What follows belongs to an exercise in optimizing a design on an open flow for small area and a short achievable clock period; a production flow would make more cautious choices.
No functional check of the RTL was part of this run.
Power is estimated from default activity; no workload was simulated.

===== flow/design.v =====
module alu16bit (
  input clk,
  input reset,
  input [2:0] operation,
  input [15:0] operand_A,
  input [15:0] operand_B,
  output reg [31:0] result,
  output reg carry_flag,
  output reg zero_flag
);
  wire [15:0] a = operand_A;
  wire [15:0] b = operand_B;
  wire is_add = ~reset & (operation == 3'd0);
  wire is_sub = ~reset & (operation == 3'd1);
  wire is_mul = ~reset & (operation == 3'd2);
  wire [15:0] m = is_mul ? b : {15'd0, is_add | is_sub};
  reg [15:0] cv;
  always @(*) begin
    if (reset) cv = 16'd0;
    else
    case (operation)
      3'd0: cv = b;
      3'd1: cv = ~b;
      3'd3: cv = a & b;
      3'd4: cv = a | b;
      3'd5: cv = ~(a & b);
      3'd6: cv = ~(a | b);
      3'd7: cv = a ^ b;
      default: cv = 16'd0;
    endcase
  end
  wire cin = is_sub;
  wire [15:0] cvn;
  wire t00 = ~(is_sub | (~reset & (operation == 3'd5 || operation == 3'd6)));
  wire t01 = ~(is_add | (~reset & (operation == 3'd4 || operation == 3'd5 || operation == 3'd7)));
  wire t10 = ~(is_sub | (~reset & (operation == 3'd4 || operation == 3'd5 || operation == 3'd7)));
  wire t11 = ~(is_add | (~reset & (operation == 3'd3 || operation == 3'd4)));
  genvar cb;
  generate for (cb = 0; cb < 16; cb = cb + 1) begin : g_cv
    cvbit ucv (a[cb], b[cb], t00, t01, t10, t11, cvn[cb]);
  end endgenerate
  wire is_sub_n = ~is_sub;
  wire [15:0] an = ~a;
  wire [15:0] mn = ~m;
  wire p1;
  nor2 up1 (an[0], mn[0], p1);
  wire p2;
  nor2 up2 (an[1], mn[0], p2);
  wire p3;
  nor2 up3 (an[2], mn[0], p3);
  wire p4;
  nor2 up4 (an[3], mn[0], p4);
  wire p5;
  nor2 up5 (an[4], mn[0], p5);
  wire p6;
  nor2 up6 (an[5], mn[0], p6);
  wire p7;
  nor2 up7 (an[6], mn[0], p7);
  wire p8;
  nor2 up8 (an[7], mn[0], p8);
  wire p9;
  nor2 up9 (an[8], mn[0], p9);
  wire p10;
  nor2 up10 (an[9], mn[0], p10);
  wire p11;
  nor2 up11 (an[10], mn[0], p11);
  wire p12;
  nor2 up12 (an[11], mn[0], p12);
  wire p13;
  nor2 up13 (an[12], mn[0], p13);
  wire p14;
  nor2 up14 (an[13], mn[0], p14);
  wire p15;
  nor2 up15 (an[14], mn[0], p15);
  wire p16;
  nor2 up16 (an[15], mn[0], p16);
  wire p17;
  o21ai up17 (an[0], mn[1], cvn[1], p17);
  wire p18;
  o21ai up18 (an[1], mn[1], cvn[2], p18);
  wire p19;
  o21ai up19 (an[2], mn[1], cvn[3], p19);
  wire p20;
  o21ai up20 (an[3], mn[1], cvn[4], p20);
  wire p21;
  o21ai up21 (an[4], mn[1], cvn[5], p21);
  wire p22;
  o21ai up22 (an[5], mn[1], cvn[6], p22);
  wire p23;
  o21ai up23 (an[6], mn[1], cvn[7], p23);
  wire p24;
  o21ai up24 (an[7], mn[1], cvn[8], p24);
  wire p25;
  o21ai up25 (an[8], mn[1], cvn[9], p25);
  wire p26;
  o21ai up26 (an[9], mn[1], cvn[10], p26);
  wire p27;
  o21ai up27 (an[10], mn[1], cvn[11], p27);
  wire p28;
  o21ai up28 (an[11], mn[1], cvn[12], p28);
  wire p29;
  o21ai up29 (an[12], mn[1], cvn[13], p29);
  wire p30;
  o21ai up30 (an[13], mn[1], cvn[14], p30);
  wire p31;
  o21ai up31 (an[14], mn[1], cvn[15], p31);
  wire p32;
  nor2 up32 (an[15], mn[1], p32);
  wire p33;
  nor2 up33 (an[0], mn[2], p33);
  wire p34;
  nor2 up34 (an[1], mn[2], p34);
  wire p35;
  nor2 up35 (an[2], mn[2], p35);
  wire p36;
  nor2 up36 (an[3], mn[2], p36);
  wire p37;
  nor2 up37 (an[4], mn[2], p37);
  wire p38;
  nor2 up38 (an[5], mn[2], p38);
  wire p39;
  nor2 up39 (an[6], mn[2], p39);
  wire p40;
  nor2 up40 (an[7], mn[2], p40);
  wire p41;
  nor2 up41 (an[8], mn[2], p41);
  wire p42;
  nor2 up42 (an[9], mn[2], p42);
  wire p43;
  nor2 up43 (an[10], mn[2], p43);
  wire p44;
  nor2 up44 (an[11], mn[2], p44);
  wire p45;
  nor2 up45 (an[12], mn[2], p45);
  wire p46;
  nor2 up46 (an[13], mn[2], p46);
  wire p47;
  nor2 up47 (an[14], mn[2], p47);
  wire p48;
  nor2 up48 (an[15], mn[2], p48);
  wire p49;
  nor2 up49 (an[0], mn[3], p49);
  wire p50;
  nor2 up50 (an[1], mn[3], p50);
  wire p51;
  nor2 up51 (an[2], mn[3], p51);
  wire p52;
  nor2 up52 (an[3], mn[3], p52);
  wire p53;
  nor2 up53 (an[4], mn[3], p53);
  wire p54;
  nor2 up54 (an[5], mn[3], p54);
  wire p55;
  nor2 up55 (an[6], mn[3], p55);
  wire p56;
  nor2 up56 (an[7], mn[3], p56);
  wire p57;
  nor2 up57 (an[8], mn[3], p57);
  wire p58;
  nor2 up58 (an[9], mn[3], p58);
  wire p59;
  nor2 up59 (an[10], mn[3], p59);
  wire p60;
  nor2 up60 (an[11], mn[3], p60);
  wire p61;
  nor2 up61 (an[12], mn[3], p61);
  wire p62;
  nor2 up62 (an[13], mn[3], p62);
  wire p63;
  nor2 up63 (an[14], mn[3], p63);
  wire p64;
  nor2 up64 (an[15], mn[3], p64);
  wire p65;
  nor2 up65 (an[0], mn[4], p65);
  wire p66;
  nor2 up66 (an[1], mn[4], p66);
  wire p67;
  nor2 up67 (an[2], mn[4], p67);
  wire p68;
  nor2 up68 (an[3], mn[4], p68);
  wire p69;
  nor2 up69 (an[4], mn[4], p69);
  wire p70;
  nor2 up70 (an[5], mn[4], p70);
  wire p71;
  nor2 up71 (an[6], mn[4], p71);
  wire p72;
  nor2 up72 (an[7], mn[4], p72);
  wire p73;
  nor2 up73 (an[8], mn[4], p73);
  wire p74;
  nor2 up74 (an[9], mn[4], p74);
  wire p75;
  nor2 up75 (an[10], mn[4], p75);
  wire p76;
  nor2 up76 (an[11], mn[4], p76);
  wire p77;
  nor2 up77 (an[12], mn[4], p77);
  wire p78;
  nor2 up78 (an[13], mn[4], p78);
  wire p79;
  nor2 up79 (an[14], mn[4], p79);
  wire p80;
  nor2 up80 (an[15], mn[4], p80);
  wire p81;
  nor2 up81 (an[0], mn[5], p81);
  wire p82;
  nor2 up82 (an[1], mn[5], p82);
  wire p83;
  nor2 up83 (an[2], mn[5], p83);
  wire p84;
  nor2 up84 (an[3], mn[5], p84);
  wire p85;
  nor2 up85 (an[4], mn[5], p85);
  wire p86;
  nor2 up86 (an[5], mn[5], p86);
  wire p87;
  nor2 up87 (an[6], mn[5], p87);
  wire p88;
  nor2 up88 (an[7], mn[5], p88);
  wire p89;
  nor2 up89 (an[8], mn[5], p89);
  wire p90;
  nor2 up90 (an[9], mn[5], p90);
  wire p91;
  nor2 up91 (an[10], mn[5], p91);
  wire p92;
  nor2 up92 (an[11], mn[5], p92);
  wire p93;
  nor2 up93 (an[12], mn[5], p93);
  wire p94;
  nor2 up94 (an[13], mn[5], p94);
  wire p95;
  nor2 up95 (an[14], mn[5], p95);
  wire p96;
  nor2 up96 (an[15], mn[5], p96);
  wire p97;
  nor2 up97 (an[0], mn[6], p97);
  wire p98;
  nor2 up98 (an[1], mn[6], p98);
  wire p99;
  nor2 up99 (an[2], mn[6], p99);
  wire p100;
  nor2 up100 (an[3], mn[6], p100);
  wire p101;
  nor2 up101 (an[4], mn[6], p101);
  wire p102;
  nor2 up102 (an[5], mn[6], p102);
  wire p103;
  nor2 up103 (an[6], mn[6], p103);
  wire p104;
  nor2 up104 (an[7], mn[6], p104);
  wire p105;
  nor2 up105 (an[8], mn[6], p105);
  wire p106;
  nor2 up106 (an[9], mn[6], p106);
  wire p107;
  nor2 up107 (an[10], mn[6], p107);
  wire p108;
  nor2 up108 (an[11], mn[6], p108);
  wire p109;
  nor2 up109 (an[12], mn[6], p109);
  wire p110;
  nor2 up110 (an[13], mn[6], p110);
  wire p111;
  nor2 up111 (an[14], mn[6], p111);
  wire p112;
  nor2 up112 (an[15], mn[6], p112);
  wire p113;
  nor2 up113 (an[0], mn[7], p113);
  wire p114;
  nor2 up114 (an[1], mn[7], p114);
  wire p115;
  nor2 up115 (an[2], mn[7], p115);
  wire p116;
  nor2 up116 (an[3], mn[7], p116);
  wire p117;
  nor2 up117 (an[4], mn[7], p117);
  wire p118;
  nor2 up118 (an[5], mn[7], p118);
  wire p119;
  nor2 up119 (an[6], mn[7], p119);
  wire p120;
  nor2 up120 (an[7], mn[7], p120);
  wire p121;
  nor2 up121 (an[8], mn[7], p121);
  wire p122;
  nor2 up122 (an[9], mn[7], p122);
  wire p123;
  nor2 up123 (an[10], mn[7], p123);
  wire p124;
  nor2 up124 (an[11], mn[7], p124);
  wire p125;
  nor2 up125 (an[12], mn[7], p125);
  wire p126;
  nor2 up126 (an[13], mn[7], p126);
  wire p127;
  nor2 up127 (an[14], mn[7], p127);
  wire p128;
  nor2 up128 (an[15], mn[7], p128);
  wire p129;
  nor2 up129 (an[0], mn[8], p129);
  wire p130;
  nor2 up130 (an[1], mn[8], p130);
  wire p131;
  nor2 up131 (an[2], mn[8], p131);
  wire p132;
  nor2 up132 (an[3], mn[8], p132);
  wire p133;
  nor2 up133 (an[4], mn[8], p133);
  wire p134;
  nor2 up134 (an[5], mn[8], p134);
  wire p135;
  nor2 up135 (an[6], mn[8], p135);
  wire p136;
  nor2 up136 (an[7], mn[8], p136);
  wire p137;
  nor2 up137 (an[8], mn[8], p137);
  wire p138;
  nor2 up138 (an[9], mn[8], p138);
  wire p139;
  nor2 up139 (an[10], mn[8], p139);
  wire p140;
  nor2 up140 (an[11], mn[8], p140);
  wire p141;
  nor2 up141 (an[12], mn[8], p141);
  wire p142;
  nor2 up142 (an[13], mn[8], p142);
  wire p143;
  nor2 up143 (an[14], mn[8], p143);
  wire p144;
  nor2 up144 (an[15], mn[8], p144);
  wire p145;
  nor2 up145 (an[0], mn[9], p145);
  wire p146;
  nor2 up146 (an[1], mn[9], p146);
  wire p147;
  nor2 up147 (an[2], mn[9], p147);
  wire p148;
  nor2 up148 (an[3], mn[9], p148);
  wire p149;
  nor2 up149 (an[4], mn[9], p149);
  wire p150;
  nor2 up150 (an[5], mn[9], p150);
  wire p151;
  nor2 up151 (an[6], mn[9], p151);
  wire p152;
  nor2 up152 (an[7], mn[9], p152);
  wire p153;
  nor2 up153 (an[8], mn[9], p153);
  wire p154;
  nor2 up154 (an[9], mn[9], p154);
  wire p155;
  nor2 up155 (an[10], mn[9], p155);
  wire p156;
  nor2 up156 (an[11], mn[9], p156);
  wire p157;
  nor2 up157 (an[12], mn[9], p157);
  wire p158;
  nor2 up158 (an[13], mn[9], p158);
  wire p159;
  nor2 up159 (an[14], mn[9], p159);
  wire p160;
  nor2 up160 (an[15], mn[9], p160);
  wire p161;
  nor2 up161 (an[0], mn[10], p161);
  wire p162;
  nor2 up162 (an[1], mn[10], p162);
  wire p163;
  nor2 up163 (an[2], mn[10], p163);
  wire p164;
  nor2 up164 (an[3], mn[10], p164);
  wire p165;
  nor2 up165 (an[4], mn[10], p165);
  wire p166;
  nor2 up166 (an[5], mn[10], p166);
  wire p167;
  nor2 up167 (an[6], mn[10], p167);
  wire p168;
  nor2 up168 (an[7], mn[10], p168);
  wire p169;
  nor2 up169 (an[8], mn[10], p169);
  wire p170;
  nor2 up170 (an[9], mn[10], p170);
  wire p171;
  nor2 up171 (an[10], mn[10], p171);
  wire p172;
  nor2 up172 (an[11], mn[10], p172);
  wire p173;
  nor2 up173 (an[12], mn[10], p173);
  wire p174;
  nor2 up174 (an[13], mn[10], p174);
  wire p175;
  nor2 up175 (an[14], mn[10], p175);
  wire p176;
  nor2 up176 (an[15], mn[10], p176);
  wire p177;
  nor2 up177 (an[0], mn[11], p177);
  wire p178;
  nor2 up178 (an[1], mn[11], p178);
  wire p179;
  nor2 up179 (an[2], mn[11], p179);
  wire p180;
  nor2 up180 (an[3], mn[11], p180);
  wire p181;
  nor2 up181 (an[4], mn[11], p181);
  wire p182;
  nor2 up182 (an[5], mn[11], p182);
  wire p183;
  nor2 up183 (an[6], mn[11], p183);
  wire p184;
  nor2 up184 (an[7], mn[11], p184);
  wire p185;
  nor2 up185 (an[8], mn[11], p185);
  wire p186;
  nor2 up186 (an[9], mn[11], p186);
  wire p187;
  nor2 up187 (an[10], mn[11], p187);
  wire p188;
  nor2 up188 (an[11], mn[11], p188);
  wire p189;
  nor2 up189 (an[12], mn[11], p189);
  wire p190;
  nor2 up190 (an[13], mn[11], p190);
  wire p191;
  nor2 up191 (an[14], mn[11], p191);
  wire p192;
  nor2 up192 (an[15], mn[11], p192);
  wire p193;
  nor2 up193 (an[0], mn[12], p193);
  wire p194;
  nor2 up194 (an[1], mn[12], p194);
  wire p195;
  nor2 up195 (an[2], mn[12], p195);
  wire p196;
  nor2 up196 (an[3], mn[12], p196);
  wire p197;
  nor2 up197 (an[4], mn[12], p197);
  wire p198;
  nor2 up198 (an[5], mn[12], p198);
  wire p199;
  nor2 up199 (an[6], mn[12], p199);
  wire p200;
  nor2 up200 (an[7], mn[12], p200);
  wire p201;
  nor2 up201 (an[8], mn[12], p201);
  wire p202;
  nor2 up202 (an[9], mn[12], p202);
  wire p203;
  nor2 up203 (an[10], mn[12], p203);
  wire p204;
  nor2 up204 (an[11], mn[12], p204);
  wire p205;
  nor2 up205 (an[12], mn[12], p205);
  wire p206;
  nor2 up206 (an[13], mn[12], p206);
  wire p207;
  nor2 up207 (an[14], mn[12], p207);
  wire p208;
  nor2 up208 (an[15], mn[12], p208);
  wire p209;
  nor2 up209 (an[0], mn[13], p209);
  wire p210;
  nor2 up210 (an[1], mn[13], p210);
  wire p211;
  nor2 up211 (an[2], mn[13], p211);
  wire p212;
  nor2 up212 (an[3], mn[13], p212);
  wire p213;
  nor2 up213 (an[4], mn[13], p213);
  wire p214;
  nor2 up214 (an[5], mn[13], p214);
  wire p215;
  nor2 up215 (an[6], mn[13], p215);
  wire p216;
  nor2 up216 (an[7], mn[13], p216);
  wire p217;
  nor2 up217 (an[8], mn[13], p217);
  wire p218;
  nor2 up218 (an[9], mn[13], p218);
  wire p219;
  nor2 up219 (an[10], mn[13], p219);
  wire p220;
  nor2 up220 (an[11], mn[13], p220);
  wire p221;
  nor2 up221 (an[12], mn[13], p221);
  wire p222;
  nor2 up222 (an[13], mn[13], p222);
  wire p223;
  nor2 up223 (an[14], mn[13], p223);
  wire p224;
  nor2 up224 (an[15], mn[13], p224);
  wire p225;
  nor2 up225 (an[0], mn[14], p225);
  wire p226;
  nor2 up226 (an[1], mn[14], p226);
  wire p227;
  nor2 up227 (an[2], mn[14], p227);
  wire p228;
  nor2 up228 (an[3], mn[14], p228);
  wire p229;
  nor2 up229 (an[4], mn[14], p229);
  wire p230;
  nor2 up230 (an[5], mn[14], p230);
  wire p231;
  nor2 up231 (an[6], mn[14], p231);
  wire p232;
  nor2 up232 (an[7], mn[14], p232);
  wire p233;
  nor2 up233 (an[8], mn[14], p233);
  wire p234;
  nor2 up234 (an[9], mn[14], p234);
  wire p235;
  nor2 up235 (an[10], mn[14], p235);
  wire p236;
  nor2 up236 (an[11], mn[14], p236);
  wire p237;
  nor2 up237 (an[12], mn[14], p237);
  wire p238;
  nor2 up238 (an[13], mn[14], p238);
  wire p239;
  nor2 up239 (an[14], mn[14], p239);
  wire p240;
  nor2 up240 (an[15], mn[14], p240);
  wire p241;
  nor2 up241 (an[0], mn[15], p241);
  wire p242;
  o21ai up242 (an[1], mn[15], is_sub_n, p242);
  wire p243;
  o21ai up243 (an[2], mn[15], is_sub_n, p243);
  wire p244;
  o21ai up244 (an[3], mn[15], is_sub_n, p244);
  wire p245;
  o21ai up245 (an[4], mn[15], is_sub_n, p245);
  wire p246;
  o21ai up246 (an[5], mn[15], is_sub_n, p246);
  wire p247;
  o21ai up247 (an[6], mn[15], is_sub_n, p247);
  wire p248;
  o21ai up248 (an[7], mn[15], is_sub_n, p248);
  wire p249;
  o21ai up249 (an[8], mn[15], is_sub_n, p249);
  wire p250;
  o21ai up250 (an[9], mn[15], is_sub_n, p250);
  wire p251;
  o21ai up251 (an[10], mn[15], is_sub_n, p251);
  wire p252;
  o21ai up252 (an[11], mn[15], is_sub_n, p252);
  wire p253;
  o21ai up253 (an[12], mn[15], is_sub_n, p253);
  wire p254;
  o21ai up254 (an[13], mn[15], is_sub_n, p254);
  wire p255;
  o21ai up255 (an[14], mn[15], is_sub_n, p255);
  wire p256;
  o21ai up256 (an[15], mn[15], is_sub_n, p256);
  wire n257, n258;
  ha un257 (p14, p44, n257, n258);
  wire n259, n260;
  fa un259 (p15, p45, p60, n259, n260);
  wire n261, n262;
  ha un261 (p75, p90, n261, n262);
  wire n263, n264;
  fa un263 (p16, p46, p61, n263, n264);
  wire n265, n266;
  fa un265 (p76, p91, p106, n265, n266);
  wire n267, n268;
  ha un267 (p121, p136, n267, n268);
  wire n269, n270;
  fa un269 (p32, p47, p62, n269, n270);
  wire n271, n272;
  fa un271 (p77, p92, p107, n271, n272);
  wire n273, n274;
  ha un273 (p122, p137, n273, n274);
  wire n275, n276;
  fa un275 (p48, p63, p78, n275, n276);
  wire n277, n278;
  fa un277 (p93, p108, p123, n277, n278);
  wire n279, n280;
  fa un279 (p64, p79, p94, n279, n280);
  wire n281, n282;
  ha un281 (p10, p40, n281, n282);
  wire n283, n284;
  fa un283 (p11, p41, p56, n283, n284);
  wire n285, n286;
  ha un285 (p71, p86, n285, n286);
  wire n287, n288;
  fa un287 (p12, p42, p57, n287, n288);
  wire n289, n290;
  fa un289 (p72, p87, p102, n289, n290);
  wire n291, n292;
  ha un291 (p117, p132, n291, n292);
  wire n293, n294;
  fa un293 (p13, p43, p58, n293, n294);
  wire n295, n296;
  fa un295 (p73, p88, p103, n295, n296);
  wire n297, n298;
  fa un297 (p118, p133, p148, n297, n298);
  wire n299, n300;
  ha un299 (p163, p178, n299, n300);
  wire n301, n302;
  fa un301 (p59, p74, p89, n301, n302);
  wire n303, n304;
  fa un303 (p104, p119, p134, n303, n304);
  wire n305, n306;
  fa un305 (p149, p164, p179, n305, n306);
  wire n307, n308;
  fa un307 (p194, p209, p29, n307, n308);
  wire n309, n310;
  fa un309 (p105, p120, p135, n309, n310);
  wire n311, n312;
  fa un311 (p150, p165, p180, n311, n312);
  wire n313, n314;
  fa un313 (p195, p210, p225, n313, n314);
  wire n315, n316;
  fa un315 (p30, n258, n261, n315, n316);
  wire n317, n318;
  fa un317 (p151, p166, p181, n317, n318);
  wire n319, n320;
  fa un319 (p196, p211, p226, n319, n320);
  wire n321, n322;
  fa un321 (p241, p31, n262, n321, n322);
  wire n323, n324;
  fa un323 (n267, n260, n263, n323, n324);
  wire n325, n326;
  fa un325 (p152, p167, p182, n325, n326);
  wire n327, n328;
  fa un327 (p197, p212, p227, n327, n328);
  wire n329, n330;
  fa un329 (p242, n268, n273, n329, n330);
  wire n331, n332;
  fa un331 (n264, n266, n269, n331, n332);
  wire n333, n334;
  fa un333 (p138, p153, p168, n333, n334);
  wire n335, n336;
  fa un335 (p183, p198, p213, n335, n336);
  wire n337, n338;
  fa un337 (p228, p243, n274, n337, n338);
  wire n339, n340;
  fa un339 (n270, n272, n275, n339, n340);
  wire n341, n342;
  fa un341 (p109, p124, p139, n341, n342);
  wire n343, n344;
  fa un343 (p154, p169, p184, n343, n344);
  wire n345, n346;
  fa un345 (p199, p214, p229, n345, n346);
  wire n347, n348;
  fa un347 (p244, n276, n278, n347, n348);
  wire n349, n350;
  fa un349 (p80, p95, p110, n349, n350);
  wire n351, n352;
  fa un351 (p125, p140, p155, n351, n352);
  wire n353, n354;
  fa un353 (p170, p185, p200, n353, n354);
  wire n355, n356;
  fa un355 (p215, p230, p245, n355, n356);
  wire n357, n358;
  fa un357 (p96, p111, p126, n357, n358);
  wire n359, n360;
  fa un359 (p141, p156, p171, n359, n360);
  wire n361, n362;
  fa un361 (p186, p201, p216, n361, n362);
  wire n363, n364;
  fa un363 (p112, p127, p142, n363, n364);
  wire n365, n366;
  fa un365 (p157, p172, p187, n365, n366);
  wire n367, n368;
  fa un367 (p128, p143, p158, n367, n368);
  wire n369, n370;
  ha un369 (p7, p37, n369, n370);
  wire n371, n372;
  fa un371 (p8, p38, p53, n371, n372);
  wire n373, n374;
  ha un373 (p68, p83, n373, n374);
  wire n375, n376;
  fa un375 (p9, p39, p54, n375, n376);
  wire n377, n378;
  fa un377 (p69, p84, p99, n377, n378);
  wire n379, n380;
  ha un379 (p114, p129, n379, n380);
  wire n381, n382;
  fa un381 (p55, p70, p85, n381, n382);
  wire n383, n384;
  fa un383 (p100, p115, p130, n383, n384);
  wire n385, n386;
  fa un385 (p145, p25, n281, n385, n386);
  wire n387, n388;
  fa un387 (p101, p116, p131, n387, n388);
  wire n389, n390;
  fa un389 (p146, p161, p26, n389, n390);
  wire n391, n392;
  fa un391 (n282, n285, n283, n391, n392);
  wire n393, n394;
  fa un393 (p147, p162, p177, n393, n394);
  wire n395, n396;
  fa un395 (p27, n286, n291, n395, n396);
  wire n397, n398;
  fa un397 (n284, n287, n289, n397, n398);
  wire n399, n400;
  fa un399 (p193, p28, n292, n399, n400);
  wire n401, n402;
  fa un401 (n299, n288, n290, n401, n402);
  wire n403, n404;
  fa un403 (n293, n295, n297, n403, n404);
  wire n405, n406;
  fa un405 (n300, n257, n294, n405, n406);
  wire n407, n408;
  fa un407 (n296, n298, n301, n407, n408);
  wire n409, n410;
  fa un409 (n303, n305, n307, n409, n410);
  wire n411, n412;
  fa un411 (n302, n304, n306, n411, n412);
  wire n413, n414;
  fa un413 (n308, n259, n309, n413, n414);
  wire n415, n416;
  fa un415 (n311, n313, n315, n415, n416);
  wire n417, n418;
  fa un417 (n310, n312, n314, n417, n418);
  wire n419, n420;
  fa un419 (n265, n317, n319, n419, n420);
  wire n421, n422;
  fa un421 (n316, n321, n323, n421, n422);
  wire n423, n424;
  fa un423 (n318, n320, n271, n423, n424);
  wire n425, n426;
  fa un425 (n325, n327, n322, n425, n426);
  wire n427, n428;
  fa un427 (n329, n324, n331, n427, n428);
  wire n429, n430;
  fa un429 (n326, n328, n277, n429, n430);
  wire n431, n432;
  fa un431 (n333, n335, n330, n431, n432);
  wire n433, n434;
  fa un433 (n337, n332, n339, n433, n434);
  wire n435, n436;
  fa un435 (n334, n336, n279, n435, n436);
  wire n437, n438;
  fa un437 (n341, n343, n345, n437, n438);
  wire n439, n440;
  fa un439 (n338, n340, n347, n439, n440);
  wire n441, n442;
  fa un441 (n342, n344, n346, n441, n442);
  wire n443, n444;
  fa un443 (n280, n349, n351, n443, n444);
  wire n445, n446;
  fa un445 (n353, n355, n348, n445, n446);
  wire n447, n448;
  fa un447 (p231, p246, n350, n447, n448);
  wire n449, n450;
  fa un449 (n352, n354, n356, n449, n450);
  wire n451, n452;
  fa un451 (n357, n359, n361, n451, n452);
  wire n453, n454;
  fa un453 (p202, p217, p232, n453, n454);
  wire n455, n456;
  fa un455 (p247, n358, n360, n455, n456);
  wire n457, n458;
  fa un457 (n362, n363, n365, n457, n458);
  wire n459, n460;
  fa un459 (p173, p188, p203, n459, n460);
  wire n461, n462;
  fa un461 (p218, p233, p248, n461, n462);
  wire n463, n464;
  fa un463 (n364, n366, n367, n463, n464);
  wire n465, n466;
  fa un465 (p144, p159, p174, n465, n466);
  wire n467, n468;
  fa un467 (p189, p204, p219, n467, n468);
  wire n469, n470;
  fa un469 (p234, p249, n368, n469, n470);
  wire n471, n472;
  fa un471 (p160, p175, p190, n471, n472);
  wire n473, n474;
  fa un473 (p205, p220, p235, n473, n474);
  wire n475, n476;
  fa un475 (p176, p191, p206, n475, n476);
  wire n477, n478;
  ha un477 (p5, p35, n477, n478);
  wire n479, n480;
  fa un479 (p6, p36, p51, n479, n480);
  wire n481, n482;
  ha un481 (p66, p81, n481, n482);
  wire n483, n484;
  fa un483 (p52, p67, p82, n483, n484);
  wire n485, n486;
  fa un485 (p97, p22, n369, n485, n486);
  wire n487, n488;
  fa un487 (p98, p113, p23, n487, n488);
  wire n489, n490;
  fa un489 (n370, n373, n371, n489, n490);
  wire n491, n492;
  fa un491 (p24, n374, n379, n491, n492);
  wire n493, n494;
  fa un493 (n372, n375, n377, n493, n494);
  wire n495, n496;
  fa un495 (n380, n376, n378, n495, n496);
  wire n497, n498;
  fa un497 (n381, n383, n385, n497, n498);
  wire n499, n500;
  fa un499 (n382, n384, n387, n499, n500);
  wire n501, n502;
  fa un501 (n389, n386, n391, n501, n502);
  wire n503, n504;
  fa un503 (n388, n390, n393, n503, n504);
  wire n505, n506;
  fa un505 (n395, n392, n397, n505, n506);
  wire n507, n508;
  fa un507 (n394, n396, n399, n507, n508);
  wire n509, n510;
  fa un509 (n398, n401, n403, n509, n510);
  wire n511, n512;
  fa un511 (n400, n402, n404, n511, n512);
  wire n513, n514;
  fa un513 (n405, n407, n409, n513, n514);
  wire n515, n516;
  fa un515 (n406, n408, n411, n515, n516);
  wire n517, n518;
  fa un517 (n410, n413, n415, n517, n518);
  wire n519, n520;
  fa un519 (n412, n414, n417, n519, n520);
  wire n521, n522;
  fa un521 (n419, n416, n421, n521, n522);
  wire n523, n524;
  fa un523 (n418, n420, n423, n523, n524);
  wire n525, n526;
  fa un525 (n425, n422, n427, n525, n526);
  wire n527, n528;
  fa un527 (n424, n429, n426, n527, n528);
  wire n529, n530;
  fa un529 (n431, n428, n433, n529, n530);
  wire n531, n532;
  fa un531 (n430, n435, n437, n531, n532);
  wire n533, n534;
  fa un533 (n432, n434, n439, n533, n534);
  wire n535, n536;
  fa un535 (n436, n438, n441, n535, n536);
  wire n537, n538;
  fa un537 (n443, n445, n440, n537, n538);
  wire n539, n540;
  fa un539 (n442, n444, n447, n539, n540);
  wire n541, n542;
  fa un541 (n449, n451, n446, n541, n542);
  wire n543, n544;
  fa un543 (n453, n448, n450, n543, n544);
  wire n545, n546;
  fa un545 (n452, n455, n457, n545, n546);
  wire n547, n548;
  fa un547 (n454, n459, n461, n547, n548);
  wire n549, n550;
  fa un549 (n456, n458, n463, n549, n550);
  wire n551, n552;
  fa un551 (n460, n462, n465, n551, n552);
  wire n553, n554;
  fa un553 (n467, n464, n469, n553, n554);
  wire n555, n556;
  fa un555 (p250, n466, n468, n555, n556);
  wire n557, n558;
  fa un557 (n471, n473, n470, n557, n558);
  wire n559, n560;
  fa un559 (p221, p236, p251, n559, n560);
  wire n561, n562;
  fa un561 (n472, n474, n475, n561, n562);
  wire n563, n564;
  fa un563 (p192, p207, p222, n563, n564);
  wire n565, n566;
  fa un565 (p237, p252, n476, n565, n566);
  wire n567, n568;
  fa un567 (p208, p223, p238, n567, n568);
  wire n569, n570;
  ha un569 (p4, p34, n569, n570);
  wire n571, n572;
  fa un571 (p50, p65, p20, n571, n572);
  wire n573, n574;
  fa un573 (p21, n478, n481, n573, n574);
  wire n575, n576;
  fa un575 (n482, n480, n483, n575, n576);
  wire n577, n578;
  fa un577 (n484, n487, n486, n577, n578);
  wire n579, n580;
  fa un579 (n488, n491, n490, n579, n580);
  wire n581, n582;
  fa un581 (n492, n494, n495, n581, n582);
  wire n583, n584;
  fa un583 (n496, n499, n498, n583, n584);
  wire n585, n586;
  fa un585 (n500, n503, n502, n585, n586);
  wire n587, n588;
  fa un587 (n504, n507, n506, n587, n588);
  wire n589, n590;
  fa un589 (n508, n510, n511, n589, n590);
  wire n591, n592;
  fa un591 (n512, n515, n514, n591, n592);
  wire n593, n594;
  fa un593 (n516, n519, n518, n593, n594);
  wire n595, n596;
  fa un595 (n520, n523, n522, n595, n596);
  wire n597, n598;
  fa un597 (n524, n527, n526, n597, n598);
  wire n599, n600;
  fa un599 (n528, n531, n533, n599, n600);
  wire n601, n602;
  fa un601 (n532, n535, n534, n601, n602);
  wire n603, n604;
  fa un603 (n536, n539, n538, n603, n604);
  wire n605, n606;
  fa un605 (n540, n543, n545, n605, n606);
  wire n607, n608;
  fa un607 (n547, n544, n546, n607, n608);
  wire n609, n610;
  fa un609 (n548, n551, n550, n609, n610);
  wire n611, n612;
  fa un611 (n552, n555, n557, n611, n612);
  wire n613, n614;
  fa un613 (n559, n556, n561, n613, n614);
  wire n615, n616;
  fa un615 (n560, n563, n562, n615, n616);
  wire n617, n618;
  fa un617 (p253, n564, n567, n617, n618);
  wire n619, n620;
  fa un619 (p224, p239, p254, n619, n620);
  wire n621, n622;
  ha un621 (p3, p33, n621, n622);
  wire n623, n624;
  fa un623 (p49, p19, n569, n623, n624);
  wire n625, n626;
  fa un625 (n570, n477, n571, n625, n626);
  wire n627, n628;
  fa un627 (n572, n479, n573, n627, n628);
  wire n629, n630;
  fa un629 (n574, n485, n575, n629, n630);
  wire n631, n632;
  fa un631 (n576, n489, n577, n631, n632);
  wire n633, n634;
  fa un633 (n493, n578, n579, n633, n634);
  wire n635, n636;
  fa un635 (n497, n580, n581, n635, n636);
  wire n637, n638;
  fa un637 (n582, n501, n583, n637, n638);
  wire n639, n640;
  fa un639 (n505, n584, n585, n639, n640);
  wire n641, n642;
  fa un641 (n509, n586, n587, n641, n642);
  wire n643, n644;
  fa un643 (n513, n588, n589, n643, n644);
  wire n645, n646;
  fa un645 (n517, n590, n591, n645, n646);
  wire n647, n648;
  fa un647 (n592, n521, n593, n647, n648);
  wire n649, n650;
  fa un649 (n525, n594, n595, n649, n650);
  wire n651, n652;
  fa un651 (n529, n596, n597, n651, n652);
  wire n653, n654;
  fa un653 (n530, n598, n599, n653, n654);
  wire n655, n656;
  fa un655 (n537, n600, n601, n655, n656);
  wire n657, n658;
  fa un657 (n541, n602, n603, n657, n658);
  wire n659, n660;
  fa un659 (n542, n605, n604, n659, n660);
  wire n661, n662;
  fa un661 (n549, n607, n606, n661, n662);
  wire n663, n664;
  fa un663 (n553, n608, n609, n663, n664);
  wire n665, n666;
  fa un665 (n554, n610, n611, n665, n666);
  wire n667, n668;
  fa un667 (n558, n613, n612, n667, n668);
  wire n669, n670;
  fa un669 (n565, n614, n615, n669, n670);
  wire n671, n672;
  fa un671 (n566, n617, n616, n671, n672);
  wire n673, n674;
  fa un673 (n568, n619, n618, n673, n674);
  wire n675, n676;
  fa un675 (p240, p255, n620, n675, n676);
  wire n677, n678;
  fa un677 (cin, p1, cv[0], n677, n678);
  wire n679, n680;
  fa un679 (p2, p17, n678, n679, n680);
  wire n681, n682;
  fa un681 (p18, n621, n680, n681, n682);
  wire n683, n684;
  fa un683 (n622, n623, n682, n683, n684);
  wire n685, n686;
  fa un685 (n624, n625, n684, n685, n686);
  wire n687, n688;
  fa un687 (n626, n627, n686, n687, n688);
  wire n689, n690;
  ha un689 (n628, n629, n689, n690);
  wire n691, n692;
  ha un691 (n630, n631, n691, n692);
  wire n693, n694;
  ha un693 (n632, n633, n693, n694);
  wire n695, n696;
  ha un695 (n634, n635, n695, n696);
  wire n697, n698;
  ha un697 (n636, n637, n697, n698);
  wire n699, n700;
  ha un699 (n638, n639, n699, n700);
  wire n701, n702;
  ha un701 (n640, n641, n701, n702);
  wire n703, n704;
  ha un703 (n642, n643, n703, n704);
  wire n705, n706;
  ha un705 (n644, n645, n705, n706);
  wire n707, n708;
  ha un707 (n646, n647, n707, n708);
  wire n709, n710;
  ha un709 (n648, n649, n709, n710);
  wire n711, n712;
  ha un711 (n650, n651, n711, n712);
  wire n713, n714;
  ha un713 (n652, n653, n713, n714);
  wire n715, n716;
  ha un715 (n654, n655, n715, n716);
  wire n717, n718;
  ha un717 (n656, n657, n717, n718);
  wire n719, n720;
  ha un719 (n658, n659, n719, n720);
  wire n721, n722;
  ha un721 (n660, n661, n721, n722);
  wire n723, n724;
  ha un723 (n662, n663, n723, n724);
  wire n725, n726;
  ha un725 (n664, n665, n725, n726);
  wire n727, n728;
  ha un727 (n666, n667, n727, n728);
  wire n729, n730;
  ha un729 (n668, n669, n729, n730);
  wire n731, n732;
  ha un731 (n670, n671, n731, n732);
  wire n733, n734;
  ha un733 (n672, n673, n733, n734);
  wire n735, n736;
  ha un735 (n674, n675, n735, n736);
  wire n737, n738;
  ha un737 (n676, p256, n737, n738);
  wire n739;
  aoi21 un739 (n689, n688, n690, n739);
  wire n740;
  aoi21 un740 (n691, n690, n692, n740);
  wire n741;
  nand2 un741 (n691, n689, n741);
  wire n742;
  aoi21 un742 (n693, n692, n694, n742);
  wire n743;
  nand2 un743 (n693, n691, n743);
  wire n744;
  aoi21 un744 (n695, n694, n696, n744);
  wire n745;
  nand2 un745 (n695, n693, n745);
  wire n746;
  aoi21 un746 (n697, n696, n698, n746);
  wire n747;
  nand2 un747 (n697, n695, n747);
  wire n748;
  aoi21 un748 (n699, n698, n700, n748);
  wire n749;
  nand2 un749 (n699, n697, n749);
  wire n750;
  aoi21 un750 (n701, n700, n702, n750);
  wire n751;
  nand2 un751 (n701, n699, n751);
  wire n752;
  aoi21 un752 (n703, n702, n704, n752);
  wire n753;
  nand2 un753 (n703, n701, n753);
  wire n754;
  aoi21 un754 (n705, n704, n706, n754);
  wire n755;
  nand2 un755 (n705, n703, n755);
  wire n756;
  aoi21 un756 (n707, n706, n708, n756);
  wire n757;
  nand2 un757 (n707, n705, n757);
  wire n758;
  aoi21 un758 (n709, n708, n710, n758);
  wire n759;
  nand2 un759 (n709, n707, n759);
  wire n760;
  aoi21 un760 (n711, n710, n712, n760);
  wire n761;
  nand2 un761 (n711, n709, n761);
  wire n762;
  aoi21 un762 (n713, n712, n714, n762);
  wire n763;
  nand2 un763 (n713, n711, n763);
  wire n764;
  aoi21 un764 (n715, n714, n716, n764);
  wire n765;
  nand2 un765 (n715, n713, n765);
  wire n766;
  aoi21 un766 (n717, n716, n718, n766);
  wire n767;
  nand2 un767 (n717, n715, n767);
  wire n768;
  aoi21 un768 (n719, n718, n720, n768);
  wire n769;
  nand2 un769 (n719, n717, n769);
  wire n770;
  aoi21 un770 (n721, n720, n722, n770);
  wire n771;
  nand2 un771 (n721, n719, n771);
  wire n772;
  aoi21 un772 (n723, n722, n724, n772);
  wire n773;
  nand2 un773 (n723, n721, n773);
  wire n774;
  aoi21 un774 (n725, n724, n726, n774);
  wire n775;
  nand2 un775 (n725, n723, n775);
  wire n776;
  aoi21 un776 (n727, n726, n728, n776);
  wire n777;
  nand2 un777 (n727, n725, n777);
  wire n778;
  aoi21 un778 (n729, n728, n730, n778);
  wire n779;
  nand2 un779 (n729, n727, n779);
  wire n780;
  aoi21 un780 (n731, n730, n732, n780);
  wire n781;
  nand2 un781 (n731, n729, n781);
  wire n782;
  aoi21 un782 (n733, n732, n734, n782);
  wire n783;
  nand2 un783 (n733, n731, n783);
  wire n784;
  aoi21 un784 (n735, n734, n736, n784);
  wire n785;
  nand2 un785 (n735, n733, n785);
  wire n786;
  aoi21 un786 (n737, n736, n738, n786);
  wire n787;
  nand2 un787 (n737, n735, n787);
  wire n788;
  aoi21 un788 (is_sub, n738, 1'b0, n788);
  wire n789;
  nand2 un789 (is_sub, n737, n789);
  wire n790;
  inv1 un790 (n688, n790);
  wire n791;
  oai21 un791 (n741, n790, n740, n791);
  wire n792;
  oai21 un792 (n743, n739, n742, n792);
  wire n793;
  oai21 un793 (n745, n740, n744, n793);
  wire n794;
  nor2 un794 (n745, n741, n794);
  wire n795;
  oai21 un795 (n747, n742, n746, n795);
  wire n796;
  nor2 un796 (n747, n743, n796);
  wire n797;
  oai21 un797 (n749, n744, n748, n797);
  wire n798;
  nor2 un798 (n749, n745, n798);
  wire n799;
  oai21 un799 (n751, n746, n750, n799);
  wire n800;
  nor2 un800 (n751, n747, n800);
  wire n801;
  oai21 un801 (n753, n748, n752, n801);
  wire n802;
  nor2 un802 (n753, n749, n802);
  wire n803;
  oai21 un803 (n755, n750, n754, n803);
  wire n804;
  nor2 un804 (n755, n751, n804);
  wire n805;
  oai21 un805 (n757, n752, n756, n805);
  wire n806;
  nor2 un806 (n757, n753, n806);
  wire n807;
  oai21 un807 (n759, n754, n758, n807);
  wire n808;
  nor2 un808 (n759, n755, n808);
  wire n809;
  oai21 un809 (n761, n756, n760, n809);
  wire n810;
  nor2 un810 (n761, n757, n810);
  wire n811;
  oai21 un811 (n763, n758, n762, n811);
  wire n812;
  nor2 un812 (n763, n759, n812);
  wire n813;
  oai21 un813 (n765, n760, n764, n813);
  wire n814;
  nor2 un814 (n765, n761, n814);
  wire n815;
  oai21 un815 (n767, n762, n766, n815);
  wire n816;
  nor2 un816 (n767, n763, n816);
  wire n817;
  oai21 un817 (n769, n764, n768, n817);
  wire n818;
  nor2 un818 (n769, n765, n818);
  wire n819;
  oai21 un819 (n771, n766, n770, n819);
  wire n820;
  nor2 un820 (n771, n767, n820);
  wire n821;
  oai21 un821 (n773, n768, n772, n821);
  wire n822;
  nor2 un822 (n773, n769, n822);
  wire n823;
  oai21 un823 (n775, n770, n774, n823);
  wire n824;
  nor2 un824 (n775, n771, n824);
  wire n825;
  oai21 un825 (n777, n772, n776, n825);
  wire n826;
  nor2 un826 (n777, n773, n826);
  wire n827;
  oai21 un827 (n779, n774, n778, n827);
  wire n828;
  nor2 un828 (n779, n775, n828);
  wire n829;
  oai21 un829 (n781, n776, n780, n829);
  wire n830;
  nor2 un830 (n781, n777, n830);
  wire n831;
  oai21 un831 (n783, n778, n782, n831);
  wire n832;
  nor2 un832 (n783, n779, n832);
  wire n833;
  oai21 un833 (n785, n780, n784, n833);
  wire n834;
  nor2 un834 (n785, n781, n834);
  wire n835;
  oai21 un835 (n787, n782, n786, n835);
  wire n836;
  nor2 un836 (n787, n783, n836);
  wire n837;
  oai21 un837 (n789, n784, n788, n837);
  wire n838;
  nor2 un838 (n789, n785, n838);
  wire n839;
  aoi21 un839 (n794, n688, n793, n839);
  wire n840;
  inv1 un840 (n739, n840);
  wire n841;
  aoi21 un841 (n796, n840, n795, n841);
  wire n842;
  aoi21 un842 (n798, n791, n797, n842);
  wire n843;
  aoi21 un843 (n800, n792, n799, n843);
  wire n844;
  aoi21 un844 (n802, n793, n801, n844);
  wire n845;
  nand2 un845 (n802, n794, n845);
  wire n846;
  aoi21 un846 (n804, n795, n803, n846);
  wire n847;
  nand2 un847 (n804, n796, n847);
  wire n848;
  aoi21 un848 (n806, n797, n805, n848);
  wire n849;
  nand2 un849 (n806, n798, n849);
  wire n850;
  aoi21 un850 (n808, n799, n807, n850);
  wire n851;
  nand2 un851 (n808, n800, n851);
  wire n852;
  aoi21 un852 (n810, n801, n809, n852);
  wire n853;
  nand2 un853 (n810, n802, n853);
  wire n854;
  aoi21 un854 (n812, n803, n811, n854);
  wire n855;
  nand2 un855 (n812, n804, n855);
  wire n856;
  aoi21 un856 (n814, n805, n813, n856);
  wire n857;
  nand2 un857 (n814, n806, n857);
  wire n858;
  aoi21 un858 (n816, n807, n815, n858);
  wire n859;
  nand2 un859 (n816, n808, n859);
  wire n860;
  aoi21 un860 (n818, n809, n817, n860);
  wire n861;
  nand2 un861 (n818, n810, n861);
  wire n862;
  aoi21 un862 (n820, n811, n819, n862);
  wire n863;
  nand2 un863 (n820, n812, n863);
  wire n864;
  aoi21 un864 (n822, n813, n821, n864);
  wire n865;
  nand2 un865 (n822, n814, n865);
  wire n866;
  aoi21 un866 (n824, n815, n823, n866);
  wire n867;
  nand2 un867 (n824, n816, n867);
  wire n868;
  aoi21 un868 (n826, n817, n825, n868);
  wire n869;
  nand2 un869 (n826, n818, n869);
  wire n870;
  aoi21 un870 (n828, n819, n827, n870);
  wire n871;
  nand2 un871 (n828, n820, n871);
  wire n872;
  aoi21 un872 (n830, n821, n829, n872);
  wire n873;
  nand2 un873 (n830, n822, n873);
  wire n874;
  aoi21 un874 (n832, n823, n831, n874);
  wire n875;
  nand2 un875 (n832, n824, n875);
  wire n876;
  aoi21 un876 (n834, n825, n833, n876);
  wire n877;
  nand2 un877 (n834, n826, n877);
  wire n878;
  aoi21 un878 (n836, n827, n835, n878);
  wire n879;
  nand2 un879 (n836, n828, n879);
  wire n880;
  aoi21 un880 (n838, n829, n837, n880);
  wire n881;
  nand2 un881 (n838, n830, n881);
  wire n882;
  inv1 un882 (n688, n882);
  wire n883;
  oai21 un883 (n845, n882, n844, n883);
  wire n884;
  oai21 un884 (n847, n739, n846, n884);
  wire n885;
  inv1 un885 (n791, n885);
  wire n886;
  oai21 un886 (n849, n885, n848, n886);
  wire n887;
  inv1 un887 (n792, n887);
  wire n888;
  oai21 un888 (n851, n887, n850, n888);
  wire n889;
  oai21 un889 (n853, n839, n852, n889);
  wire n890;
  oai21 un890 (n855, n841, n854, n890);
  wire n891;
  oai21 un891 (n857, n842, n856, n891);
  wire n892;
  oai21 un892 (n859, n843, n858, n892);
  wire n893;
  oai21 un893 (n861, n844, n860, n893);
  wire n894;
  nor2 un894 (n861, n845, n894);
  wire n895;
  oai21 un895 (n863, n846, n862, n895);
  wire n896;
  nor2 un896 (n863, n847, n896);
  wire n897;
  oai21 un897 (n865, n848, n864, n897);
  wire n898;
  nor2 un898 (n865, n849, n898);
  wire n899;
  oai21 un899 (n867, n850, n866, n899);
  wire n900;
  nor2 un900 (n867, n851, n900);
  wire n901;
  oai21 un901 (n869, n852, n868, n901);
  wire n902;
  nor2 un902 (n869, n853, n902);
  wire n903;
  oai21 un903 (n871, n854, n870, n903);
  wire n904;
  nor2 un904 (n871, n855, n904);
  wire n905;
  oai21 un905 (n873, n856, n872, n905);
  wire n906;
  nor2 un906 (n873, n857, n906);
  wire n907;
  oai21 un907 (n875, n858, n874, n907);
  wire n908;
  nor2 un908 (n875, n859, n908);
  wire n909;
  oai21 un909 (n877, n860, n876, n909);
  wire n910;
  nor2 un910 (n877, n861, n910);
  wire n911;
  oai21 un911 (n879, n862, n878, n911);
  wire n912;
  nor2 un912 (n879, n863, n912);
  wire n913;
  oai21 un913 (n881, n864, n880, n913);
  wire n914;
  nor2 un914 (n881, n865, n914);
  wire n915;
  aoi21 un915 (n894, n688, n893, n915);
  wire n916;
  inv1 un916 (n739, n916);
  wire n917;
  aoi21 un917 (n896, n916, n895, n917);
  wire n918;
  aoi21 un918 (n898, n791, n897, n918);
  wire n919;
  aoi21 un919 (n900, n792, n899, n919);
  wire n920;
  inv1 un920 (n839, n920);
  wire n921;
  aoi21 un921 (n902, n920, n901, n921);
  wire n922;
  inv1 un922 (n841, n922);
  wire n923;
  aoi21 un923 (n904, n922, n903, n923);
  wire n924;
  inv1 un924 (n842, n924);
  wire n925;
  aoi21 un925 (n906, n924, n905, n925);
  wire n926;
  inv1 un926 (n843, n926);
  wire n927;
  aoi21 un927 (n908, n926, n907, n927);
  wire n928;
  aoi21 un928 (n910, n883, n909, n928);
  wire n929;
  aoi21 un929 (n912, n884, n911, n929);
  wire n930;
  aoi21 un930 (n914, n886, n913, n930);
  wire n931;
  xor2 un931 (n689, n688, n931);
  wire n932;
  xnor2 un932 (n691, n739, n932);
  wire n933;
  xor2 un933 (n693, n791, n933);
  wire n934;
  xor2 un934 (n695, n792, n934);
  wire n935;
  xnor2 un935 (n697, n839, n935);
  wire n936;
  xnor2 un936 (n699, n841, n936);
  wire n937;
  xnor2 un937 (n701, n842, n937);
  wire n938;
  xnor2 un938 (n703, n843, n938);
  wire n939;
  xor2 un939 (n705, n883, n939);
  wire n940;
  xor2 un940 (n707, n884, n940);
  wire n941;
  xor2 un941 (n709, n886, n941);
  wire n942;
  xor2 un942 (n711, n888, n942);
  wire n943;
  xor2 un943 (n713, n889, n943);
  wire n944;
  xor2 un944 (n715, n890, n944);
  wire n945;
  xor2 un945 (n717, n891, n945);
  wire n946;
  xor2 un946 (n719, n892, n946);
  wire n947;
  xnor2 un947 (n721, n915, n947);
  wire n948;
  xnor2 un948 (n723, n917, n948);
  wire n949;
  xnor2 un949 (n725, n918, n949);
  wire n950;
  xnor2 un950 (n727, n919, n950);
  wire n951;
  xnor2 un951 (n729, n921, n951);
  wire n952;
  xnor2 un952 (n731, n923, n952);
  wire n953;
  xnor2 un953 (n733, n925, n953);
  wire n954;
  xnor2 un954 (n735, n927, n954);
  wire n955;
  xnor2 un955 (n737, n928, n955);
  wire n956;
  xnor2 un956 (is_sub, n929, n956);
  wire [31:0] s = {n956, n955, n954, n953, n952, n951, n950, n949, n948, n947, n946, n945, n944, n943, n942, n941, n940, n939, n938, n937, n936, n935, n934, n933, n932, n931, n687, n685, n683, n681, n679, n677};
  wire borrow = is_sub & s[16];
  wire zero_lo = (s[15:0] == 16'd0);
  wire zero_mul = (a == 16'd0) | (b == 16'd0);
  wire [31:0] r = s;
  wire z_e = ~reset & ~is_mul & ~(|s[11:0]);
  wire z_m = ~reset & is_mul & zero_mul;
  wire z_l1, z_l2, z;
  nor2 uz1 (s[15], s[14], z_l1);
  nor2 uz2 (s[13], s[12], z_l2);
  a31o uz3 (z_l1, z_l2, z_e, z_m, z);
  always @(posedge clk) begin
    result     <= r;
    carry_flag <= borrow;
    zero_flag  <= z;
  end
endmodule
module fa (input a, input b, input c, output s, output co);
  assign s = a ^ b ^ c;
  assign co = (a & b) | (a & c) | (b & c);
endmodule
module ha (input a, input b, output s, output co);
  assign s = a ^ b;
  assign co = a & b;
endmodule
module xor2 (input a, input b, output y);
  assign y = a ^ b;
endmodule
module xnor2 (input a, input b, output y);
  assign y = ~(a ^ b);
endmodule
module nand2 (input a, input b, output y);
  assign y = ~(a & b);
endmodule
module nor2 (input a, input b, output y);
  assign y = ~(a | b);
endmodule
module inv1 (input a, output y);
  assign y = ~a;
endmodule
module a31o (input a, input b, input c, input d, output y);
  assign y = (a & b & c) | d;
endmodule
module cvbit (input a, input b, input t00, input t01, input t10, input t11, output y);
  assign y = a ? (b ? t11 : t10) : (b ? t01 : t00);
endmodule
module aoi21 (input a, input b, input c, output y);
  assign y = ~((a & b) | c);
endmodule
module o21ai (input a, input b, input c, output y);
  assign y = ~((a | b) & c);
endmodule
module oai21 (input a, input b, input c, output y);
  assign y = ~((a | b) & c);
endmodule

===== flow/flow/run.sh =====
#!/bin/bash
# The standard layout, with the port buffers made of plain buffers (sky130
# buf_1, which the resizer may upsize) instead of the delay-cell buffers that
# buffer_ports picks by default.
set -euo pipefail
export BUFFER_PORTS_ARGS="-buffer_cell sky130_fd_sc_hd__buf_1"
bash standard.sh > standard.log 2>&1

===== flow/standard.sh =====
#!/bin/bash
# synth_recipe.tcl (not shown) runs the flow's synth.tcl, then flattens the netlist and writes it again
# the make line also repeats each setting of config.mk as NAME=value (left out here)
make -C /OpenROAD-flow-scripts/flow DESIGN_CONFIG=/design/flow/config.mk WORK_HOME=/design/flow/orfs CLKGATE_MAP_FILE= SYNTH_SCRIPT=/design/flow/synth_recipe.tcl "${@:-finish}"

===== flow/config.mk =====
export PLATFORM = sky130hd
export DESIGN_NAME = alu16bit
export DESIGN_NICKNAME = alu16bit
export VERILOG_FILES = /design/flow/design.v
export SDC_FILE = /design/flow/constraint.sdc
export NUM_CORES = 4
export LEC_CHECK = 0
export ABC_AREA = 0
export CAP_MARGIN = 20
export CORE_MARGIN = 2
export CORE_UTILIZATION = 40
export GPL_TIMING_DRIVEN = 0
export SETUP_SLACK_MARGIN = 0.6
export SLEW_MARGIN = 20
export SYNTH_HIERARCHICAL = 1

===== flow/constraint.sdc =====
create_clock -name core_clock -period 7.2 [get_ports {clk}]
set_input_delay 1.4400 -clock core_clock [delete_from_list [all_inputs] [get_ports {clk}]]
set_output_delay 1.4400 -clock core_clock [all_outputs]
set_load 0.01 [all_outputs]

==> summary.txt <==
## cells by family after synthesis
| group | Yosys count | synth area share, % |
|---|---|---|
| xor gates and xnor gates | 27 | 2.86 |
| and+or+nand+nor | 349 | 16.9 |
| AOI/OAI and AO/OA | 140 | 11.3 |
| adders and majority gates | 243 | 54.9 |
| DFF | 34 | 8.22 |
| buffers and inverters | 31 | 1.60 |
| muxes | 16 | 4.20 |
## power groups by stage
stage          combinational, mW  clock, mW  sequential [mW]
6_report                   0.464      0.199            0.238
5_1_grt                    0.507      0.212            0.241
4_1_cts                    0.434      0.204            0.238
3_5_place_dp               0.422          0            0.242
3_3_place_gp               0.422          0            0.242
2_1_floorplan              0.254          0            0.261
## modules after synthesis, one instance, submodules excluded, a selection
module / times used / flip-flops and latches
xnor2: 15 / 0
inv1: 10 / 0
a31o: 1 / 0
oai21: 42 / 0
cvbit: 15 / 0
xor2: 11 / 0
o21ai: 30 / 0
fa: 201 / 0
ha: 40 / 0
nor2: 260 / 0
## final cells by class
class / instances / area (um2) / share of cell area, %
buffer: 3 / 38.8 / 0.412
clock buffer: 7 / 133 / 1.41
inverter: 28 / 113 / 1.20
multi-input combinational: 775 / 7800 / 82.9
sequential: 34 / 681 / 7.23
tap: 270 / 338 / 3.59
timing repair buffer: 74 / 313 / 3.32
## synthesized netlist by cell type, types with 3 or more instances
cell type / number
xor2_1: 11
a21oi_2: 57
inv_1: 28
mux4_2: 15
o21ai_1: 72
a21oi_1: 3
ha_1: 42
xnor2_1: 16
nor2_1: 264
or2_2: 3
nor4_1: 11
dfxtp_1: 34
fa_1: 201
nand2_1: 60
## per-layer routing
| metal | vias to the layer above | wire length [um] |
|---|---|---|
| met5 | - | 0 |
| met4 | 0 | 399 |
| met3 | 40 | 2030 |
| met2 | 332 | 12300 |
| met1 | 3506 | 10800 |
| li1 | 2945 | - |
## flip-flops by register name, indices dropped and copies added, names as in the netlist
name        count
result         32
carry_flag      1
zero_flag       1
## worst paths after layout
path	startpoint	end	slack, ns	cells past startpoint
setup / recovery	operation[1]	zero_flag	0.71	19
hold / removal	operation[0]	carry_flag	1.65	3
## repair_timing
action,CTS,global route
pin swaps,1,4
setup endpoints to repair,20,15
setup buffers,2,3
cloned,0,0
endpoints found under the hold margin,0,0
gates resized for setup,32,60
## through the flow
stage	worst slack [ns]	TNS, ns	hold slack, ns
after floorplan	0.860	0	1.67
after global placement	-0.196	-0.383	1.83
after detailed placement	-0.251	-0.805	1.83
after CTS	0.639	0	1.64
after global routing	0.550	0	1.67
final	0.712	0	1.65
==> results.py <==
metrics = {
    "place": {
        "hpwl_um": 19600,
        "gp_congestion": 0.862,
        "dpl.cell_count": 1179,
        "placed_area_um2": 8880,
        "io_buffer_count": 69,
    },
    "global_route": {
        "grt_max_degree": 17,
        "grt_usage_pct": 24.2,
        "antenna_found_initial": 0,
        "met2_usage_pct": 38.5,
        "top_usage_layer": "met2",
        "grt_pass1_vias": 7254,
        "use_met3_pct": 4.66,
        "met1_usage_pct": 34.6,
        "globalRoute.totalOverflow": 0,
        "grt_pass1_wl_um": 40800,
    },
    "logic_synthesis": {
        "synth_edf_count": 0,
        "ys_warn_count": 7,
        "yosysSeqAreaShare_pct": 8.22,
        "avgSynthCellArea_um2": 9.86,
        "netlist_area_um2": 8280,
        "syn_inst": 840,
        "synthDistinctLibCells": 32,
        "ys_async_sr_fraction_pct": 0,
        "synth_top_area_cell": "fa_1",
        "ys_seq_elements": 34,
        "ys_top_cells_by_area": "fa_1 (49%), nor2_1 (12%), dfxtp_1 (8.2%)",
        "synthFlopType": "dfxtp_1",
        "synth_top_area_share_pct": 48.6,
        "synth_nets": 1120,
    },
    "power": {
        "p_sw_mw": 0.381,
        "total_power_mw": 0.901,
        "pwr-share-clk_pct": 22.1,
        "p_comb_share_pct": 51.5,
        "pwr_density_cell_nw_per_um2": 95.7,
        "ir_drop_v": 0.0000734,
        "swShare_pct": 42.2,
        "p_leak_nw": 4.39,
        "seqPwrFrac_pct": 26.4,
        "power.internal_mw": 0.520,
    },
    "final_layout": {
        "final_nets": 1201,
        "fill_cells": 1955,
        "fin_area_um2": 9420,
        "mostFrequentLayoutCell": "nor2_1",
        "fin_util_pct": 46.4,
        "diodes": 0,
        "layout-drive-gt1-share_pct": 16.3,
        "area_growth_pct": 13.8,
        "final_cell_mix": "nor2_1 (251), fa_1 (201), buf_1 (66)",
        "instances_no_fill": 1191,
    },
    "worst_setup_path": {
        "critPathRequiredTime_ns": 7.37,
        "crit_buf_inv": 1,
        "crit_chain": "buf_2 > and2b_2 > a21oi_1 > or2_4 > mux4_2 > o21ai_1 > fa_1 > fa_1 > fa_1 > fa_1 > fa_1 > ha_2 > nand2_2 > nor2_4 > nand2_1 > o21ai_2 > xor2_1 > nor2_1 > a31o_1",
        "arrival_ns": 6.66,
        "worst_setup_path_end_kind": "flop",
        "crit_top_cell": "fa_1",
        "path_class": "input pin to flop",
        "max_stage_delay_ns": 0.55,
        "cp_top_family": "adder cells",
        "cp_max_fo": 15,
        "cpMaxStageDelayCell": "fa_1",
        "start_kind": "input pin",
    },
    "die": {
        "placementRows": 52,
        "core_um2": 20300,
        "io_pins": 71,
        "initial_core_util_pct": 40.8,
        "die_h_um": 148,
        "die_area_um2": 21900,
        "die-width_um": 148,
    },
    "timing": {
        "max_freq_ghz": 0.154,
        "worst_pin_slew_ns": 0.822,
        "setup_viol": 0,
        "rsz0062_at_grt": "yes",
        "hold_viol": 0,
        "min_period_ns": 6.49,
        "slew_violations": 0,
        "relSlewSlack_pct": 45.1,
        "post-route-period-util_pct": 90.1,
    },
    "hold_path": {
        "hp-class": "input pin to flop",
    },
    "clocking": {
        "clk_pin_slew_ns": 0.05,
        "cts-htree-levels": 2,
        "hold_buffers": 0,
        "cts_buffers": 5,
        "cts_tree": "done",
        "clock_path_buffers": 2,
        "cts_sinks": 34,
        "cts-root-buf": "clkbuf_16",
    },
    "job": {
        "cap_violations": 0,
    },
    "route": {
        "drc": 0,
        "drt-initial-drc-count": 623,
        "wl_per_cell_um": 21.4,
        "vias": 6823,
        "ant_nets": 0,
        "drt_pass1_iterations": 5,
        "avgViaCountPerCell": 5.73,
        "routed_wirelength_um": 25500,
    },
    "outcome": {
        "status": "no timing/DRC/antenna violations",
    },
}

[what the ideal ports hide]
Ports are ideal in the flow. The routed layout listed here was re-timed in OpenROAD.
Step 1 sets driving cells, clkbuf_16 on the clock port and buf_2 on the other inputs (assumed; they add their load-dependent delay and slew).
Step 2, shift: input delay + t, output delay - t, t = (earliest + latest rising clock arrival at the registers) / 2. This alone moves slack from input paths to output paths.
Three values: ideal, step 1, step 2; two values: the first two.
shift t [ns]: 0.311
setup WS [ns]: 0.712 / 0.725 / 0.414
slew at the worst register clock pin (ns): 0.05 / 0.05
worst slew at a driven data input, ns: 0.05
After both steps this run still meets setup and hold. The setup slack of this run moves by +0.013 ns with the drivers and by -0.298 ns with both steps.
